From an optimization exercise on the open Yosys and OpenROAD flow, aimed at small area, a short achievable clock period and few clock cycles; shortcuts taken in it are not production practice. At most, simulation tests tie the RTL to the original design; equivalence was not proved. Power figures rest on the tool's default switching activity, not on a simulated workload.

== tundra ==
Design SD, start of the top module:
module SD(
    clk,
    rst_n,
    in_valid,
    in,
    out_valid,
    out
    );
For scale: about 1400 cells after synthesis, ~410 flip-flops.
Settings: LEC_CHECK=0, ABC_CLOCK_PERIOD_IN_PS=3000, CAP_MARGIN=20, CORE_MARGIN=2, CORE_UTILIZATION=60, CTS_BUF_LIST=sky130_fd_sc_hd__clkbuf_16, CTS_CLUSTER_DIAMETER=100, CTS_CLUSTER_SIZE=24, SLEW_MARGIN=20; clock period 8.5 ns.
standard.sh (not shown) runs the stock make flow with config.mk's settings and CLKGATE_MAP_FILE= SYNTH_SCRIPT=/design/flow/synth_recipe.tcl, a recipe that flattens the netlist after the stock synthesis.
==> flow/flow/run.sh <==
#!/bin/bash
# The standard layout, with two changes to how it is made:
#  - port buffers are buf_2 cells (buffer_ports would otherwise pick a delay cell)
#  - timing repair aims past the target period (the clock period is unchanged)
set -euo pipefail
MARGIN=$(cat flow/margin.txt)
bash standard.sh finish \
  "BUFFER_PORTS_ARGS=-buffer_cell sky130_fd_sc_hd__buf_2" \
  "SETUP_SLACK_MARGIN=${MARGIN}" > standard.log 2>&1
==> flow/flow/margin.txt <==
5.7
Testbench counts of tundra, summed over its fixed seeds: cycles 28,838.
Here is what was changed in the inputs of delta compared with tundra.
diff --git a/flow/design.v b/flow/design.v
--- a/flow/design.v
+++ b/flow/design.v
@@ -88,27 +88,22 @@
 generate
     for (g = 1; g < 9; g = g + 1) begin : g_rel
         always @(posedge clk)
             if (slot[g]) relt[g*(g-1)/2 +: g] <= related[g-1:0];
     end
 endgenerate
 reg  [8:0] val [0:8];        
 reg  [9:0] cur;              
 reg        retry;            
-reg        fail_r;           
+reg        ph_b;             
+reg  [8:0] avail_r;          
 reg  [8:0] jmp_r;            
-wire [8:0] below;
-assign below[0] = |cur[9:1];
-generate
-    for (g = 1; g < 9; g = g + 1) begin : g_below
-        assign below[g] = below[g-1] & ~cur[g];
-    end
-endgenerate
+reg  [8:0] below;
 wire [8:0] viol;
 wire [8:0] jmp;
 generate
     for (g = 0; g < 9; g = g + 1) begin : g_viol
         assign viol[g] = below[g] & ~|(val[g] & cand[g]);
         if (g == 0) begin : g0
             assign jmp[g] = viol[g];
         end else begin : gn
             assign jmp[g] = viol[g] & ~|viol[g-1:0];
@@ -140,58 +135,68 @@
 end
 wire [8:0] above;
 assign above[0] = ~retry;
 generate
     for (g = 1; g < 9; g = g + 1) begin : g_above
         assign above[g] = ~retry | (|val_c[g-1:0]);
     end
 endgenerate
 wire [8:0] avail = cand_c & ~used & above;
+always @(posedge clk)
+    avail_r <= avail;
 wire [8:0] pick;              
-assign pick[0] = avail[0];
+assign pick[0] = avail_r[0];
 generate
     for (g = 1; g < 9; g = g + 1) begin : g_pick
-        assign pick[g] = avail[g] & ~|avail[g-1:0];
-    end
-endgenerate
-wire found = |avail;
+        assign pick[g] = avail_r[g] & ~|avail_r[g-1:0];
+    end
+endgenerate
+wire found = |avail_r;
 wire can_step = |(cur[8:0] & ex);
-wire stepped  = ~ph_out & ~do_jmp & ~fail_r & can_step;
-wire done = (phase == P_SLV) & cur[9] & ~fail_r & ~any_viol;
+wire stepped  = ~ph_out & ~do_jmp & ph_b;
+wire done = (phase == P_SLV) & cur[9] & ~any_viol;
+wire [8:0] jmp_below;
+assign jmp_below[8] = 1'b0;
+generate
+    for (g = 0; g < 8; g = g + 1) begin : g_jb
+        assign jmp_below[g] = |jmp_now[8:g+1];
+    end
+endgenerate
 always @(posedge clk or negedge rst_n) begin
     if (!rst_n) begin
         cur    <= 10'd1;
+        below  <= 9'd0;
         retry  <= 1'b0;
-        fail_r <= 1'b0;
+        ph_b   <= 1'b0;
         jmp_r  <= 9'd0;
     end
     else begin
-        fail_r <= stepped & ~found;
         jmp_r  <= ph_out ? 9'd0 : jmp;
+        ph_b   <= ~ph_out & ~do_jmp & ~ph_b & can_step;
         if (ph_out) begin
             cur   <= cur[9] ? 10'd1 : {cur[8:0], 1'b0};
+            below <= 9'd0;
             retry <= 1'b0;
         end
         else if (done) begin
             cur   <= 10'd2;
+            below <= 9'd0;
             retry <= 1'b0;
         end
         else if (do_jmp) begin
             cur   <= {1'b0, jmp_now};
+            below <= jmp_below;
             retry <= 1'b1;
         end
-        else if (fail_r) begin
-            cur   <= {2'b0, cur[9:2]};
-            retry <= 1'b1;
-        end
-        else if (can_step) begin
-            cur   <= {cur[8:0], 1'b0};
-            retry <= 1'b0;
+        else if (ph_b) begin
+            cur   <= found ? {cur[8:0], 1'b0} : {1'b0, cur[9:1]};
+            below <= found ? (below | cur[8:0]) : (below & ~cur[9:1]);
+            retry <= ~found;
         end
     end
 end
 generate
     for (g = 0; g < 9; g = g + 1) begin : g_val
         always @(posedge clk)
             if (cur[g] & stepped)
                 val[g] <= pick;
     end
Notes after the runs:
Summary of delta over tundra: power consumption picked up an extra about 8%; final wirelength lost about 9%.
Note that the power density over the cells recorded for delta amounts to 1.10 times the value seen in tundra.
Compared with tundra, delta shows cell count after synthesis that has gone up by a few percent.
Going from tundra to delta, the die area was enlarged.
NOTE: count of TritonRoute iterations in the first routing pass in delta falls short of that of tundra
Total stage count of the critical path, tundra and delta, higher one = tundra.
Testbench counts of delta, summed over its fixed seeds: cycles 28,958.

---

Setup of alpha:
SD, a different RTL version from the one above (not shown whole).
Size in the first run: roughly 420 flip-flops, ~12 I/O pins, roughly 0.017 mm² of cells after synthesis.
export LEC_CHECK = 0
export ABC_CLOCK_PERIOD_IN_PS = 3000
export CAP_MARGIN = 20
export CORE_MARGIN = 2
export CORE_UTILIZATION = 60
export CTS_BUF_LIST = sky130_fd_sc_hd__clkbuf_16
export CTS_CLUSTER_DIAMETER = 100
export CTS_CLUSTER_SIZE = 24
export SLEW_MARGIN = 20
create_clock -name core_clock -period 8.5 [get_ports {clk}]
Scripts as last shown in full above: flow/flow/run.sh, flow/flow/margin.txt
Modified inputs, beta compared to alpha
--- a/flow/design.v
+++ b/flow/design.v
@@ -85,32 +85,27 @@
     end
 endgenerate
 reg [35:0] relt;
 generate
     for (g = 1; g < 9; g = g + 1) begin : g_rel
         always @(posedge clk)
             if (slot[g]) relt[g*(g-1)/2 +: g] <= related[g-1:0];
     end
 endgenerate
 reg  [8:0] val [0:8];        
-reg  [9:0] cur;              
+reg  [9:1] le;
+wire [9:0] cur = {le, 1'b1} & ~{1'b0, le};
 reg        retry;            
 reg        ph_b;             
 reg  [8:0] avail_r;          
 reg  [8:0] jmp_r;            
-wire [8:0] below;
-assign below[0] = |cur[9:1];
-generate
-    for (g = 1; g < 9; g = g + 1) begin : g_below
-        assign below[g] = below[g-1] & ~cur[g];
-    end
-endgenerate
+wire [8:0] below = le[9:1];
 wire [8:0] viol;
 wire [8:0] jmp;
 generate
     for (g = 0; g < 9; g = g + 1) begin : g_viol
         assign viol[g] = below[g] & ~|(val[g] & cand[g]);
         if (g == 0) begin : g0
             assign jmp[g] = viol[g];
         end else begin : gn
             assign jmp[g] = viol[g] & ~|viol[g-1:0];
         end
@@ -153,44 +148,51 @@
 assign pick[0] = avail_r[0];
 generate
     for (g = 1; g < 9; g = g + 1) begin : g_pick
         assign pick[g] = avail_r[g] & ~|avail_r[g-1:0];
     end
 endgenerate
 wire found = |avail_r;
 wire can_step = |(cur[8:0] & ex);
 wire stepped  = ~ph_out & ~do_jmp & ph_b;
 wire done = (phase == P_SLV) & cur[9] & ~any_viol;
+wire [9:1] jmp_le;
+assign jmp_le[9] = 1'b0;
+generate
+    for (g = 1; g < 9; g = g + 1) begin : g_jl
+        assign jmp_le[g] = |jmp_now[8:g];
+    end
+endgenerate
 always @(posedge clk or negedge rst_n) begin
     if (!rst_n) begin
-        cur    <= 10'd1;
+        le     <= 9'd0;
         retry  <= 1'b0;
         ph_b   <= 1'b0;
         jmp_r  <= 9'd0;
     end
     else begin
         jmp_r  <= ph_out ? 9'd0 : jmp;
         ph_b   <= ~ph_out & ~do_jmp & ~ph_b & can_step;
         if (ph_out) begin
-            cur   <= cur[9] ? 10'd1 : {cur[8:0], 1'b0};
+            le    <= le[9] ? 9'd0 : {le[8:1], 1'b1};
             retry <= 1'b0;
         end
         else if (done) begin
-            cur   <= 10'd2;
+            le    <= 9'd1;
             retry <= 1'b0;
         end
         else if (do_jmp) begin
-            cur   <= {1'b0, jmp_now};
+            le    <= jmp_le;
             retry <= 1'b1;
         end
         else if (ph_b) begin
-            cur   <= found ? {cur[8:0], 1'b0} : {1'b0, cur[9:1]};
+            le    <= found ? {le[8:1], 1'b1} : {1'b0, le[9:2]};
             retry <= ~found;
         end
     end
 end
 generate
     for (g = 0; g < 9; g = g + 1) begin : g_val
         always @(posedge clk)
             if (cur[g] & stepped)
                 val[g] <= pick;
     end
==> results.txt <==
Summary of beta over alpha: number of nets in the layout went down; routed wire length shrank by about 4%; post-synthesis share of cell area spent on xor and xnor gates neither gained nor lost much; critical path depth lost 9.
On flip-flop and latch count, beta tracks alpha almost exactly.
On number of storage elements in the synthesis netlist, beta and alpha are basically level.
alpha ended up with cur[4] as its worst setup path startpoint; beta ended up with out[0].
Summary of beta over alpha: clock group share of total power now sits lower, number of signal-net buffers in the layout decreased by 12 relative to the old numbers, average cell area after synthesis went down 1.1%.
Testbench counts of beta, summed over its fixed seeds: cycles 28,958.
No functional check of the RTL was part of alpha.

---

SD, a different RTL version from the one above (not shown whole).
Size in the first run: about 410 flip-flops, ~12 I/O pins, roughly 0.017 mm² of cells after synthesis.
export LEC_CHECK = 0
export ABC_CLOCK_PERIOD_IN_PS = 3000
export CAP_MARGIN = 20
export CORE_MARGIN = 2
export CORE_UTILIZATION = 60
export CTS_BUF_LIST = sky130_fd_sc_hd__clkbuf_16
export CTS_CLUSTER_DIAMETER = 100
export CTS_CLUSTER_SIZE = 24
export SLEW_MARGIN = 20
create_clock -name core_clock -period 8.5 [get_ports {clk}]
==> flow/flow/margin.txt <==
5.5
Scripts as last shown in full above: flow/flow/run.sh
Rerun with:
--- a/flow/design.v
+++ b/flow/design.v
@@ -85,25 +85,19 @@
     end
 endgenerate
 reg [35:0] relt;
 generate
     for (g = 1; g < 9; g = g + 1) begin : g_rel
         always @(posedge clk)
             if (slot[g]) relt[g*(g-1)/2 +: g] <= related[g-1:0];
     end
 endgenerate
-reg  [8:1] vt [0:8];
-wire [8:0] val [0:8];        
-generate
-    for (g = 0; g < 9; g = g + 1) begin : g_val1
-        assign val[g] = {vt[g], 1'b1} & ~{1'b0, vt[g]};
-    end
-endgenerate
+reg  [8:0] val [0:8];        
 reg  [9:0] cur;              
 reg        retry;            
 reg        fail_r;           
 reg  [8:0] jmp_r;            
 wire [8:0] below;
 assign below[0] = |cur[9:1];
 generate
     for (g = 1; g < 9; g = g + 1) begin : g_below
         assign below[g] = below[g-1] & ~cur[g];
@@ -120,45 +114,49 @@
             assign jmp[g] = viol[g] & ~|viol[g-1:0];
         end
     end
 endgenerate
 wire any_viol = |viol;
 wire [8:0] jmp_now = jmp_r & (below | cur[8:0]);
 wire       do_jmp  = |jmp_now;
 reg  [8:0] cand_c;
 reg  [8:0] rel_c;
+reg  [8:0] val_c;
 always @(*) begin
     cand_c = 9'd0;
     rel_c  = 9'd0;
+    val_c  = (cur[9] ? val[0] : 9'd0);
     for (i = 0; i < 9; i = i + 1) begin
         cand_c = cand_c | ({9{cur[i]}} & cand[i]);
+        val_c  = val_c  | ({9{cur[i]}} & val[i]);
     end
     for (i = 1; i < 9; i = i + 1)
         rel_c  = rel_c  | ({9{cur[i]}} & ({9'd0, relt} >> (i*(i-1)/2)) & ((9'd1 << i) - 9'd1));
 end
 reg [8:0] used;
 always @(*) begin
     used = 9'd0;
     for (i = 0; i < 8; i = i + 1)
         used = used | ({9{rel_c[i]}} & val[i]);
 end
-reg [8:1] vt_c;
-always @(*) begin
-    vt_c = cur[9] ? vt[0] : 8'd0;
-    for (i = 0; i < 9; i = i + 1)
-        vt_c = vt_c | ({8{cur[i]}} & vt[i]);
-end
-wire [8:0] above = ~({vt_c, 1'b1} & {9{retry}});
+wire [8:0] above;
+assign above[0] = ~retry;
+generate
+    for (g = 1; g < 9; g = g + 1) begin : g_above
+        assign above[g] = ~retry | (|val_c[g-1:0]);
+    end
+endgenerate
 wire [8:0] avail = cand_c & ~used & above;
-wire [8:1] pick_t;            
+wire [8:0] pick;              
+assign pick[0] = avail[0];
 generate
     for (g = 1; g < 9; g = g + 1) begin : g_pick
-        assign pick_t[g] = ~|avail[g-1:0];
+        assign pick[g] = avail[g] & ~|avail[g-1:0];
     end
 endgenerate
 wire found = |avail;
 wire can_step = |(cur[8:0] & ex);
 wire stepped  = ~ph_out & ~do_jmp & ~fail_r & can_step;
 wire done = (phase == P_SLV) & cur[9] & ~fail_r & ~any_viol;
 always @(posedge clk or negedge rst_n) begin
     if (!rst_n) begin
         cur    <= 10'd1;
@@ -189,19 +187,19 @@
             cur   <= {cur[8:0], 1'b0};
             retry <= 1'b0;
         end
     end
 end
 generate
     for (g = 0; g < 9; g = g + 1) begin : g_val
         always @(posedge clk)
             if (cur[g] & stepped)
-                vt[g] <= pick_t;
+                val[g] <= pick;
     end
 endgenerate
 always @(posedge clk or negedge rst_n)
     if (!rst_n) ex <= 9'd0;
     else if (done) ex <= 9'd0;
     else if (is_blank) ex <= ex | slot;
 always @(posedge clk or negedge rst_n) begin
     if (!rst_n)
         phase <= P_IN;
@@ -229,16 +227,16 @@
 end
 wire emit = done | (ph_out & ~cur[9]);
 always @(posedge clk or negedge rst_n) begin
     if (!rst_n) begin
         out_valid <= 1'b0;
         out       <= 4'd0;
     end
     else begin
         out_valid <= emit;
-        out       <= emit ? {vt_c[7],
-                             vt_c[3] & ~vt_c[7],
-                             vt_c[1] & ~vt_c[3] | vt_c[5] & ~vt_c[7],
-                             ~vt_c[1] | vt_c[2] & ~vt_c[3] | vt_c[4] & ~vt_c[5] | vt_c[6] & ~vt_c[7] | vt_c[8]} : 4'd0;
+        out       <= emit ? {val_c[7] | val_c[8],
+                             val_c[3] | val_c[4] | val_c[5] | val_c[6],
+                             val_c[1] | val_c[2] | val_c[5] | val_c[6],
+                             val_c[0] | val_c[2] | val_c[4] | val_c[6] | val_c[8]} : 4'd0;
     end
 end
 endmodule
What happened: Power goes down by 7.8%; clock power rose by about 6%; final cell count came out lower by 6.2%; routed wire length decreases by 6.8%; sequential share of layout area climbs by 2.8 points; area after synthesis shrinks by 1.4%; final area shrinks by 2.3%; via count is lower by 5.6%.
Testbench counts after the change, summed over its fixed seeds: cycles 28,838.
No functional check of the RTL was part of the first run of this note.

re-timing with driven ports:
The flow's constraints put no driver on any port. The routed layouts listed below were extracted and timed again, unchanged, in two steps.
Step 1 assumes that a clkbuf_16 drives the clock port and a buf_2 every other input.
Step 2 adds t to the input delays and takes it off the output delays; t is the mean of the earliest and latest rising clock arrival at the registers after step 1. Input paths then give back, and output paths get back, about the clock's delay inside the block.
Slacks: ideal ports / drivers / drivers and shift; pairs: ideal ports / drivers.
run | t (ns) | setup slack, ns | worst register clock-pin slew, ns | worst slew at a driven data input, ns
tundra | 0.601 | 5.585 / 5.585 / 5.277 | 0.11 / 0.11 | 0.03
delta | 0.599 | 5.739 / 5.699 / 5.174 | 0.10 / 0.10 | 0.03
alpha | 0.594 | 5.679 / 5.679 / 5.217 | 0.10 / 0.10 | 0.03
beta | 0.595 | 5.738 / 5.687 / 5.201 | 0.11 / 0.11 | 0.03
the first run of note 3 | 0.593 | 5.423 / 5.423 / 5.037 | 0.10 / 0.10 | 0.04
the second run of note 3 | 0.591 | 5.541 / 5.541 / 5.151 | 0.11 / 0.11 | 0.03
After both steps setup and hold are still met in every run listed. For delta, which loses most, drivers alone change the setup slack by -0.040 ns; drivers and shift together by -0.565 ns.
